This is an optimization exercise on Yosys and OpenROAD, whose aim is small area, not a production implementation. In this exercise RTL edits were held to simulation tests only and were not proved equivalent to the original. Power is estimated from default activity; no workload was simulated.

==> flow/design.v <==
module fft(clk,rst,fir_data,fir_valid,fft_data,fft_valid,freq,fft_fin);
input clk;
input rst;
input fir_valid;
input [15:0] fir_data;
output reg fft_valid,fft_fin;
output reg [31:0] fft_data;
output reg [3:0] freq;
integer i;
parameter signed w0_r = 20'h10000, w0_i = 20'h00000;
parameter signed w1_r = 20'h0EC83, w1_i = 20'hF9E09;
parameter signed w2_r = 20'h0B504, w2_i = 20'hF4AFC;
parameter signed w3_r = 20'h061F7, w3_i = 20'hF137D;
parameter signed w4_r = 20'h00000, w4_i = 20'hF0000;
parameter signed w5_r = 20'hF9E09, w5_i = 20'hF137D;
parameter signed w6_r = 20'hF4AFC, w6_i = 20'hF4AFC;
parameter signed w7_r = 20'hF137D, w7_i = 20'hF9E09;
reg [ 3:0] count_st1;
reg      fft1_state;
reg      fft1_state_n;
reg [ 2:0] count_st2;
reg      fft2_state;
reg      fft2_state_n;
reg [ 1:0] count_st3;
reg      fft3_state;
reg      fft3_state_n;
reg [ 3:0]  count_st4;
reg      fft4_state;
reg      fft4_state_n;
reg [15:0] fft_fifo1 [7:0];
reg [23:0] fft_fifo2_r [3:0];
reg [23:0] fft_fifo2_i [3:0];
reg [15:0] fft_fifo3_r [1:0];
reg [15:0] fft_fifo3_i [1:0];
reg [15:0] fft_fifo4_r ;
reg [15:0] fft_fifo4_i ;
reg signed [19:0] fft_st1_coeff_r_r;
reg signed [19:0] fft_st1_coeff_i_r;
reg rounds1_r;
reg rounds1;
reg signed [19:0] fft_st2_coeff_r_r;
reg rounds2_r2;
reg rounds2_r;
reg rounds2;
reg signed [15:0] fft_st1_out_r;
reg               fft_st1_sel_r;
reg signed [19:0] fft_st1_coeff_r;
reg signed [19:0] fft_st1_coeff_i;
reg signed [23:0] fft_st1_mr_r;
reg signed [23:0] fft_st1_mi_r;
reg               fft_st1_sel_r2;
reg               fft_st2_en_r;
reg               fft_st2_en_r2;
reg signed [19:0] fft_st2_coeff_r;
reg signed [19:0] fft_st2_coeff_i;
reg signed [23:0] fft_st2_outr_r;
reg signed [23:0] fft_st2_outi_r;
reg signed [15:0] fft_st2_mr_r;
reg signed [15:0] fft_st2_mi_r;
reg               fft_st3_en_r;
reg               fft_st3_en_r2;
reg signed [15:0] fft_st3_outr_r;
reg signed [15:0] fft_st3_outi_r;
reg               fft_st4_en_r;
reg signed [15:0] fft_st4_outr_r;
reg signed [15:0] fft_st4_outi_r;
wire       fft_st1_sel = (count_st1>=4'd8);
wire[15:0] fft_fifo1_out = fft_fifo1[7]; 
wire[15:0] fft_st1_add = fft_fifo1_out+fir_data;  
wire[15:0] fft_st1_sub = fft_fifo1_out-fir_data;  
wire[15:0] fft_fifo1_in = (fft_st1_sel==1'b0)?fir_data:fft_st1_sub; 
wire[15:0] fft_st1_out  = (fft_st1_sel==1'b0)?fft_fifo1_out:fft_st1_add; 
wire signed [35:0] fft_st1_mr = fft_st1_coeff_r_r* fft_st1_out_r;
wire signed [35:0] fft_st1_mi = fft_st1_coeff_i_r* fft_st1_out_r;
wire       fft_st2_sel = (count_st2>=4'd4);
wire[23:0] fft_fifo2_r_out = fft_fifo2_r[3];
wire[23:0] fft_fifo2_i_out = fft_fifo2_i[3];
wire[23:0] fft_st2_r_add = fft_fifo2_r_out+fft_st1_mr_r;  
wire[23:0] fft_st2_i_add = fft_fifo2_i_out+fft_st1_mi_r;
wire[23:0] fft_st2_r_sub = fft_fifo2_r_out-fft_st1_mr_r; 
wire[23:0] fft_st2_i_sub = fft_fifo2_i_out-fft_st1_mi_r; 
wire[23:0] fft_fifo2_r_in = (fft_st2_sel==1'b0)?fft_st1_mr_r:fft_st2_r_sub;
wire[23:0] fft_fifo2_i_in = (fft_st2_sel==1'b0)?fft_st1_mi_r:fft_st2_i_sub;
reg [23:0] fft_fifo2_add ;
reg [23:0] fft_fifo2_sub ;
wire[23:0] fft_st2_r_out  = (fft_st2_sel==1'b0)?fft_fifo2_add:fft_st2_r_add;
wire[23:0] fft_st2_i_out  = (fft_st2_sel==1'b0)?fft_fifo2_sub:fft_st2_i_add;
wire signed [43:0] fft_st2_mr = fft_st2_coeff_r_r* fft_st2_outr_r;
wire signed [43:0] fft_st2_mi = fft_st2_coeff_r_r* fft_st2_outi_r;
wire       fft_st3_sel = (count_st3>=4'd2);
wire[15:0] fft_fifo3_r_out = fft_fifo3_r[1];
wire[15:0] fft_fifo3_i_out = fft_fifo3_i[1];
wire       rounds2r_r3 =fft_st2_mr_r[15]&rounds2_r2;
wire       rounds2i_r3 =fft_st2_mi_r[15]&rounds2_r2;
wire[15:0] fft_st3_r_add = fft_fifo3_r_out+fft_st2_mr_r+rounds2r_r3;  
wire[15:0] fft_st3_i_add = fft_fifo3_i_out+fft_st2_mi_r+rounds2i_r3;
wire[15:0] fft_st3_r_sub = fft_fifo3_r_out-fft_st2_mr_r-rounds2r_r3; 
wire[15:0] fft_st3_i_sub = fft_fifo3_i_out-fft_st2_mi_r-rounds2i_r3; 
wire[15:0] fft_fifo3_r_in = (fft_st3_sel==1'b0)?fft_st2_mr_r:fft_st3_r_sub;
wire[15:0] fft_fifo3_i_in = (fft_st3_sel==1'b0)?fft_st2_mi_r:fft_st3_i_sub;
wire[15:0] fft_st3_r_out  = (fft_st3_sel==1'b0)?fft_fifo3_r_out:fft_st3_r_add;
wire[15:0] fft_st3_i_out  = (fft_st3_sel==1'b0)?fft_fifo3_i_out:fft_st3_i_add;
wire[15:0] fft_st3_r_out2 = (count_st3==2'd1)? fft_st3_i_out:fft_st3_r_out;
wire[15:0] fft_st3_i_out2 = (count_st3==2'd1)? -fft_st3_r_out:fft_st3_i_out;
wire       fft_st4_sel = (count_st4[0]>=1'd1);
wire[15:0] fft_fifo4_r_out = fft_fifo4_r;
wire[15:0] fft_fifo4_i_out = fft_fifo4_i;
wire[15:0] fft_st4_r_add = fft_fifo4_r_out+fft_st3_outr_r;  
wire[15:0] fft_st4_i_add = fft_fifo4_i_out+fft_st3_outi_r;
wire[15:0] fft_st4_r_sub = fft_fifo4_r_out-fft_st3_outr_r; 
wire[15:0] fft_st4_i_sub = fft_fifo4_i_out-fft_st3_outi_r; 
wire[15:0] fft_fifo4_r_in = (fft_st4_sel==1'b0)?fft_st3_outr_r:fft_st4_r_sub;
wire[15:0] fft_fifo4_i_in = (fft_st4_sel==1'b0)?fft_st3_outi_r:fft_st4_i_sub;
wire[15:0] fft_st4_r_out  = (fft_st4_sel==1'b0)?fft_fifo4_r_out:fft_st4_r_add;
wire[15:0] fft_st4_i_out  = (fft_st4_sel==1'b0)?fft_fifo4_i_out:fft_st4_i_add;
reg [3:0] freq_o;
always@(posedge clk)
  if(rst)begin
    fft_data <=0;
    fft_valid<=0;
    freq<=0;
    fft_fin<=0;
  end
  else begin
   fft_data <= {fft_st4_r_out,fft_st4_i_out};
   fft_valid<= fft4_state;
   freq     <= freq_o;
   fft_fin  <= (count_st4==4'd0&fft4_state);
  end 
always@(*)
  case(count_st4)
  4'd1: freq_o = 4'd0;
  4'd2: freq_o = 4'd8;
  4'd3: freq_o = 4'd4;
  4'd4: freq_o = 4'd12;
  4'd5: freq_o = 4'd2;
  4'd6: freq_o = 4'd10;
  4'd7: freq_o = 4'd6;
  4'd8: freq_o = 4'd14;
  4'd9: freq_o = 4'd1;
  4'd10: freq_o = 4'd9;
  4'd11: freq_o = 4'd5;
  4'd12: freq_o = 4'd13;
  4'd13: freq_o = 4'd3;
  4'd14: freq_o = 4'd11;
  4'd15: freq_o = 4'd7;
  4'd0: freq_o = 4'd15;
  endcase
always@(*)
  case(fft4_state)
  1'b0: if(fft_st4_en_r==1'b1 & count_st4[0]>=1'd0) fft4_state_n=1'b1; else fft4_state_n=1'b0;
  1'b1: if(fft_st4_en_r==1'b0 & count_st4[0]==1'd0) fft4_state_n=1'b0; else fft4_state_n=1'b1;
  endcase
always@(posedge clk)
  if(rst) fft4_state <=  0;
  else    fft4_state <=  fft4_state_n;
always@(posedge clk)
  if(rst)                count_st4 <=0;
  else if(fft_st4_en_r||fft4_state) count_st4 <= count_st4+4'd1;
always@(posedge clk)
  if(rst) begin
    fft_fifo4_r<=0;
    fft_fifo4_i<=0;
  end
  else begin 
    fft_fifo4_r<=fft_fifo4_r_in;
    fft_fifo4_i<=fft_fifo4_i_in;
  end
always@(*)
  case(fft3_state)
  1'b0: if(fft_st3_en_r2==1'b1 & count_st3>=4'd1) fft3_state_n=1'b1; else fft3_state_n=1'b0;
  1'b1: if(fft_st3_en_r2==1'b0 & count_st3==4'd1) fft3_state_n=1'b0; else fft3_state_n=1'b1;
  endcase
always@(posedge clk)
  if(rst) fft3_state <=  0;
  else    fft3_state <=  fft3_state_n;
always@(posedge clk)begin 
  if(rst) begin
    count_st3 <=0;
  end
  else if(fft_st3_en_r2||fft3_state) begin 
    count_st3 <= count_st3+2'd1;
  end 
end
always@(posedge clk)begin 
  if(rst) begin
     for(i=0;i<=1;i=i+1)begin
       fft_fifo3_r[i]<=0;
       fft_fifo3_i[i]<=0;
     end
  end
  else begin 
    fft_fifo3_r[0]<=fft_fifo3_r_in;
    fft_fifo3_i[0]<=fft_fifo3_i_in;
    for(i=1;i<=1;i=i+1)begin
      fft_fifo3_r[i]<=fft_fifo3_r[i-1]; 
      fft_fifo3_i[i]<=fft_fifo3_i[i-1];
    end
  end 
end
always@(posedge clk)begin 
  if(rst) begin
   fft_st3_outr_r<=0;
   fft_st3_outi_r<=0;
    fft_st4_en_r  <=0;
  end
  else begin 
   fft_st3_outr_r<=fft_st3_r_out2;
   fft_st3_outi_r<=fft_st3_i_out2;
    fft_st4_en_r  <=fft3_state;
 end 
end
always@(posedge clk)begin
  if(rst)begin
    fft_st2_coeff_r_r<=0;
    rounds2_r<=0;
  end
  else begin
    fft_st2_coeff_r_r<= fft_st2_coeff_r;
    rounds2_r<=rounds2;
  end
end
always@(*)
  case(fft2_state)
  1'b0: if(fft_st2_en_r2==1'b1 & count_st2>=4'd3) fft2_state_n=1'b1; else fft2_state_n=1'b0;
  1'b1: if(fft_st2_en_r2==1'b0 & count_st2==4'd3) fft2_state_n=1'b0; else fft2_state_n=1'b1;
  endcase
always@(posedge clk)
  if(rst) fft2_state <=  0;
  else    fft2_state <=  fft2_state_n;
always@(posedge clk)begin 
  if(rst) begin
    count_st2 <=0;
  end
  else if(fft_st2_en_r2||fft2_state) begin 
    count_st2 <= count_st2+3'd1;
  end 
end
always@(posedge clk)begin 
  if(rst) begin
     for(i=0;i<=3;i=i+1)begin
       fft_fifo2_r[i]<=0;
       fft_fifo2_i[i]<=0;
     end
  end
  else begin 
    fft_fifo2_r[0]<=fft_fifo2_r_in;
    fft_fifo2_i[0]<=fft_fifo2_i_in;
    for(i=1;i<=3;i=i+1)begin
      fft_fifo2_r[i]<=fft_fifo2_r[i-1]; 
      fft_fifo2_i[i]<=fft_fifo2_i[i-1];
    end
  end 
end
always@(posedge clk)begin 
  if(rst) begin
   fft_st2_outr_r<=0;
   fft_st2_outi_r<=0;
    fft_st2_mr_r  <= 0;
    fft_st2_mi_r  <= 0;
    fft_st3_en_r  <=0;
    fft_st3_en_r2 <=0;
    rounds2_r2    <=0;    
  end
  else begin 
   fft_st2_outr_r<=fft_st2_r_out;
   fft_st2_outi_r<=fft_st2_i_out;
    fft_st2_mr_r  <= fft_st2_mr[39:24];
    fft_st2_mi_r  <= fft_st2_mi[39:24];
    fft_st3_en_r  <=fft2_state;
    fft_st3_en_r2 <=fft_st3_en_r;
    rounds2_r2    <=rounds2_r;
 end 
end
always@(*)begin
  rounds2 =1'b0;	
  case(count_st2)
  3'd1: begin fft_st2_coeff_r = w2_r;   rounds2 =1'b1; fft_fifo2_add = fft_fifo2_r_out+fft_fifo2_i_out;  fft_fifo2_sub = fft_fifo2_i_out-fft_fifo2_r_out; end
  3'd2: begin fft_st2_coeff_r = w0_r;   fft_fifo2_add = fft_fifo2_i_out;  fft_fifo2_sub = -fft_fifo2_r_out; end
  3'd3: begin fft_st2_coeff_r = w6_r;   rounds2 =1'b1; fft_fifo2_add = fft_fifo2_r_out-fft_fifo2_i_out;  fft_fifo2_sub = fft_fifo2_i_out+fft_fifo2_r_out;end
  default:  begin fft_st2_coeff_r = w0_r;  fft_fifo2_add = fft_fifo2_r_out;  fft_fifo2_sub = fft_fifo2_i_out;  end
  endcase
end
always@(posedge clk)begin
  if(rst)begin
    fft_st1_coeff_r_r<=0;
    fft_st1_coeff_i_r<=0;
    rounds1_r<=0;
  end
  else begin
    fft_st1_coeff_r_r<= fft_st1_coeff_r;
    fft_st1_coeff_i_r<= fft_st1_coeff_i;
    rounds1_r<=rounds1;
  end
end
always@(*)
  case(fft1_state)
  1'b0: if(fir_valid==1'b1 & count_st1>=4'd7) fft1_state_n=1'b1; else fft1_state_n=1'b0;
  1'b1: if(fir_valid==1'b0 & count_st1==4'd7) fft1_state_n=1'b0; else fft1_state_n=1'b1;
  endcase
always@(posedge clk)
  if(rst) fft1_state <=  0;
  else    fft1_state <=  fft1_state_n;
always@(posedge clk)begin 
  if(rst) begin
    count_st1 <=0;
  end
  else if(fir_valid||fft1_state) begin 
    count_st1 <= count_st1+4'd1;
  end 
end
always@(posedge clk)begin 
  if(rst) begin
    for(i=0;i<=7;i=i+1)
	  fft_fifo1[i]<=0;
  end
  else begin 
    fft_fifo1[0]<=fft_fifo1_in;
    for(i=1;i<=7;i=i+1)
	  fft_fifo1[i]<=fft_fifo1[i-1];
  end 
end
always@(posedge clk)begin 
  if(rst) begin
    fft_st1_out_r <=0;
    fft_st1_mr_r  <=0;
    fft_st1_mi_r  <=0;
    fft_st2_en_r  <=0;
    fft_st2_en_r2 <=0;
  end
  else begin 
    fft_st1_out_r <= fft_st1_out;
    fft_st1_mr_r  <= fft_st1_mr[31:8]+(rounds1_r&fft_st1_mr[35]);
    fft_st1_mi_r  <= fft_st1_mi[31:8]+(rounds1_r&fft_st1_mi[35]);
    fft_st2_en_r  <= fft1_state;
    fft_st2_en_r2 <= fft_st2_en_r;
  end 
end
always@(*)begin
  rounds1=1'b0;	
  case(count_st1)
  4'd1:  begin fft_st1_coeff_r = w1_r;  fft_st1_coeff_i = w1_i; rounds1=1'b1; end
  4'd2: begin fft_st1_coeff_r = w2_r;  fft_st1_coeff_i = w2_i;rounds1=1'b1; end
  4'd3: begin fft_st1_coeff_r = w3_r;  fft_st1_coeff_i = w3_i;rounds1=1'b1; end
  4'd4: begin fft_st1_coeff_r = w4_r;  fft_st1_coeff_i = w4_i; end
  4'd5: begin fft_st1_coeff_r = w5_r;  fft_st1_coeff_i = w5_i;rounds1=1'b1; end
  4'd6: begin fft_st1_coeff_r = w6_r;  fft_st1_coeff_i = w6_i;rounds1=1'b1; end
  4'd7: begin fft_st1_coeff_r = w7_r;  fft_st1_coeff_i = w7_i;rounds1=1'b1; end
  default:  begin fft_st1_coeff_r = w0_r;  fft_st1_coeff_i = w0_i; end
  endcase
end
endmodule 
==> flow/run.sh <==
#!/bin/bash
# synth_recipe.tcl (not shown) runs the flow's synth.tcl, then flattens the netlist and writes it again
# the make line also repeats each setting of config.mk as NAME=value (left out here)
make -C /OpenROAD-flow-scripts/flow DESIGN_CONFIG=/design/flow/config.mk WORK_HOME=/design/flow/orfs CLKGATE_MAP_FILE= SYNTH_SCRIPT=/design/flow/synth_recipe.tcl finish
==> flow/config.mk <==
export PLATFORM = sky130hd
export DESIGN_NAME = fft
export DESIGN_NICKNAME = fft
export VERILOG_FILES = /design/flow/design.v
export SDC_FILE = /design/flow/constraint.sdc
export NUM_CORES = 4
export LEC_CHECK = 0
export CAP_MARGIN = 20
export CORE_MARGIN = 2
export CORE_UTILIZATION = 40
export SLEW_MARGIN = 20
==> flow/constraint.sdc <==
create_clock -name core_clock -period 12.0 [get_ports {clk}]
set_input_delay 2.4000 -clock core_clock [delete_from_list [all_inputs] [get_ports {clk}]]
set_output_delay 2.4000 -clock core_clock [all_outputs]
set_load 0.01 [all_outputs]
==> results.toml <==
[place]
routabilityCongestion = 0.9421
port_buffers = 56
dpl.hpwl_mm = 173.1
post-place-ws_ns = 2.422

[run]
maxCapViolCount = 0

[critical_path]
required_ns = 12.58
end_kind = "flop"
critical_path_class = "flop to flop"
path_depth = 34
crit_path_end = "fft_st1_mr_r[20]"
ff2ff_path_depth = 34
cp.arrival_ns = 10.22
cp-startpoint = "fft_st1_out_r[4]"
rrSetupSlack_ns = 2.36
crit_path_max_fanout = 20
cpPeakStageDelay_ns = 0.89
path_buf_inv = 6
worstSetupStartpointType = "flop"
r2r-end = "fft_st1_mr_r[20]"
reg2reg_from = "fft_st1_out_r[4]"
cp_top_family = "adder cells"
critPathSlowestCell = "dfxtp_1"

[timing]
drv_slew = 0
worst_pin_slew_ns = 1.130
rsz0062_at_grt = "no"
fmax_mhz = 103.7
fin_crit_ns = 9.642
period_share_pct = 80.35
relSlewSlack_pct = 24.32
fin_ws_ns = 2.358
setup_viol = 0
hold_viol = 0
skew_ns = 0.04368
setup_tns_ns = 0

[clocking]
htree_levels = 3
cts_hold_buf = 0
cts_setup_buffers = 0
clock_sinks = 678
ctsResizeCount = 0
cts_made_buffers = 82
clock-root-buffer = "clkbuf_16"
clk_path_buf_depth = 3
tritoncts = "built"
cts.clk_slew.worst_paths_ns = 0.07
clock_latency_ns = 0.71

[synthesis]
synth_edf_count = 0
syn-num-nets = 10880
postSynth.asyncResetShare_pct = 0
synth_top_area_share_pct = 32.94
postSynthAreaPerCell_um2 = 9.276
dominantRegCellSynth = "dfxtp_1"
yosys_register_bits = 678
netlist_area_um2 = 81020
synth_area_leaders = "fa_1 (33%), dfxtp_1 (17%), ha_1 (12%)"
netlist_instances = 8735
ys_seq_area_share_pct = 16.75
yosys.area.top_type = "fa_1"
synth_cell_types = 95
yosysWarnings = 6

[floorplanning]
die-area_um2 = 206200
fp.dieW_um = 454.1
ioPinCount = 57
start_util_pct = 40.17
die_h_um = 454.1
core_um2 = 201700
row_count = 165

[pwr]
leakage_uw = 0.04129
ir_worst_vdd_mv = 0.1150
power_uw = 5276
powerDensity_nw_per_um2 = 60.40

[cells_and_area]
syn_to_final_growth_pct = 7.797
drive_above_1_share_pct = 3.096
nNetsFinal = 10770
nFillCells = 19640
final_core_util_pct = 43.30
final_cell_mix = "inv_1 (1858), fa_1 (1333), ha_1 (794), dfxtp_1 (673), nor2_1 (533)"
final_common_cell = "inv_1"

[detailed_routing]
drt_iter0_drc = 3338
dr.pass1.iters = 5
wirelength_mm = 210.9
vias = 57240
drc = 0
post_drt_wl_per_cell_um = 18.56
viasPerCell = 5.037
ant_nets = 0

[grt]
grt_first_pass_wirelength_mm = 339.8
first_global_vias = 59730
grt_start_max_net_pins = 181
antenna_found_initial = 6
track_usage_pct = 20.92
gr-total-overflow = 0

[hold_path]
hold_class = "flop to flop"

[outcome]
status = "complete, no violations"
-- worst min path at each step --
stage / from / to / slack, ns / depth (start not counted)
after floorplan: fft_fifo1[0][0] / fft_fifo1[1][0] / 0.41 / 1
final: fft_fifo2_i[2][11] / fft_fifo2_i[3][11] / 0.41 / 1
after global placement: fft_fifo2_r[1][9] / fft_fifo2_r[2][9] / 0.42 / 1
after CTS: fft_fifo2_i[2][11] / fft_fifo2_i[3][11] / 0.40 / 1
after global routing: fft_fifo2_i[2][11] / fft_fifo2_i[3][11] / 0.43 / 1
after detailed placement: fft_fifo2_i[1][15] / fft_fifo2_i[2][15] / 0.42 / 1
-- kinds of logic after synthesis --
| logic type | after synthesis | synth area share (%) |
|---|---|---|
| and+or+nand+nor | 2152 | 13.33 |
| buffers and inverters | 2150 | 9.963 |
| adders and majority gates | 2129 | 45.22 |
| AOI/OAI and AO/OA | 1175 | 9.707 |
| DFF | 678 | 16.75 |
| xor gates and xnor gates | 371 | 4.027 |
| muxes | 80 | 0.9991 |
-- state kept, by name, summed over array words and instances (netlist names), 24 cells and up --
| name | count |
|---|---|
| fft_st1_mr_r | 24 |
| fft_data | 32 |
| fft_fifo2_i | 96 |
| fft_fifo3_r | 32 |
| fft_fifo1 | 128 |
| fft_fifo2_r | 96 |
| fft_st2_outi_r | 24 |
| fft_fifo3_i | 32 |
| fft_st2_outr_r | 24 |
| fft_st1_mi_r | 24 |
-- where the power goes --
part | internal [uW] | switching [uW] | total (uW) | leakage (uW)
sequential | 2270 | 33.9 | 2300 | 0.00548
combinational | 36.4 | 79.9 | 116 | 0.0343
clock | 1750 | 1110 | 2860 | 0.00154
-- metrics by stage --
stage	hold slack (ns)	cell area [um^2]	instances
2_1_floorplan	0.4138	81020	8735
3_3_place_gp	0.4156	84160	11210
3_5_place_dp	0.4204	84160	11210
4_1_cts	0.4032	87340	11360
5_1_grt	0.4273	87340	11360
6_report	0.4120	87340	11360
-- worst reg2reg max path: cells and delay by family (launching register included) --
family                   cells  cell delay, ns
buffers and inverters        6            0.58
multiplexers                 1            0.36
AND/OR/NAND/NOR              7            1.67
adder cells (fa/ha/maj)      9            3.69
AO/OA/AOI/OAI               10            2.06
XOR/XNOR                     1            0.33
flip-flops                   1            0.89
-- final cells by class --
class | instances | area (um^2) | share of cell area (%)
diodes | 1 | 2.502 | 0.002865
clock buffers | 103 | 2282 | 2.613
clock inverters | 51 | 893.4 | 1.023
inverters | 1860 | 6982 | 7.994
multi-input cells | 5907 | 59400 | 68.01
flip-flops and latches | 678 | 13590 | 15.56
well taps | 2672 | 3343 | 3.828
repair buffers | 91 | 853.3 | 0.9770
-- synth_stat cells, drive strengths merged (23+ instances only) --
| master | instances |
|---|---|
| and3 | 45 |
| o21bai | 59 |
| xnor2 | 272 |
| a21o | 65 |
| buf | 39 |
| nor2 | 535 |
| dfxtp | 678 |
| nor3 | 94 |
| xor2 | 98 |
| fa | 1333 |
| ha | 795 |
| a211oi | 84 |
| o21a | 25 |
| or3 | 70 |
| mux2i | 73 |
| a21oi | 331 |
| and2 | 242 |
| o211ai | 31 |
| nand3 | 81 |
| inv | 1860 |
| o21ai | 226 |
| nand2b | 100 |
| o31ai | 27 |
| nand2 | 514 |
| clkbuf | 251 |
| a221oi | 61 |
| a31oi | 33 |
| nor2b | 352 |
| a311oi | 28 |
| nor4 | 23 |
-- layer usage --
layer  global-route usage (%)  share of wire [%]  vias to the layer above
li1                         -                  -                    27110
met1                    29.37                 46                    28670
met2                    34.22                 46                     1189
met3                    2.114                4.2                      269
met4                    5.918                2.9                        0
met5                        0                  0                        -

==> static timing again, ports no longer ideal <==
The results above use ideal ports. As a check the final layout listed here was re-extracted and re-timed, cells and wires unchanged. Step 1 sets driving cells, clkbuf_16 on the clock port and buf_2 on the other inputs (assumed; they add their load-dependent delay and slew). Step 2, shift: input delay + t, output delay - t, t = (earliest + latest rising clock arrival at the registers) / 2. This alone moves slack from input paths to output paths. Slacks: ideal / step 1 / step 2; pairs: ideal / step 1.
t (ns): 0.752
slack for setup (ns): 2.358 / 2.358 / 2.358
worst setup path at the end: register to register
latest minus earliest clock arrival (ns): 0.048 / 0.048
worst slew at a driven data input, ns: 0.11
After both steps this run still meets setup and hold. The setup slack of this run moves by 0.000 ns with the drivers and by 0.000 ns with both steps.
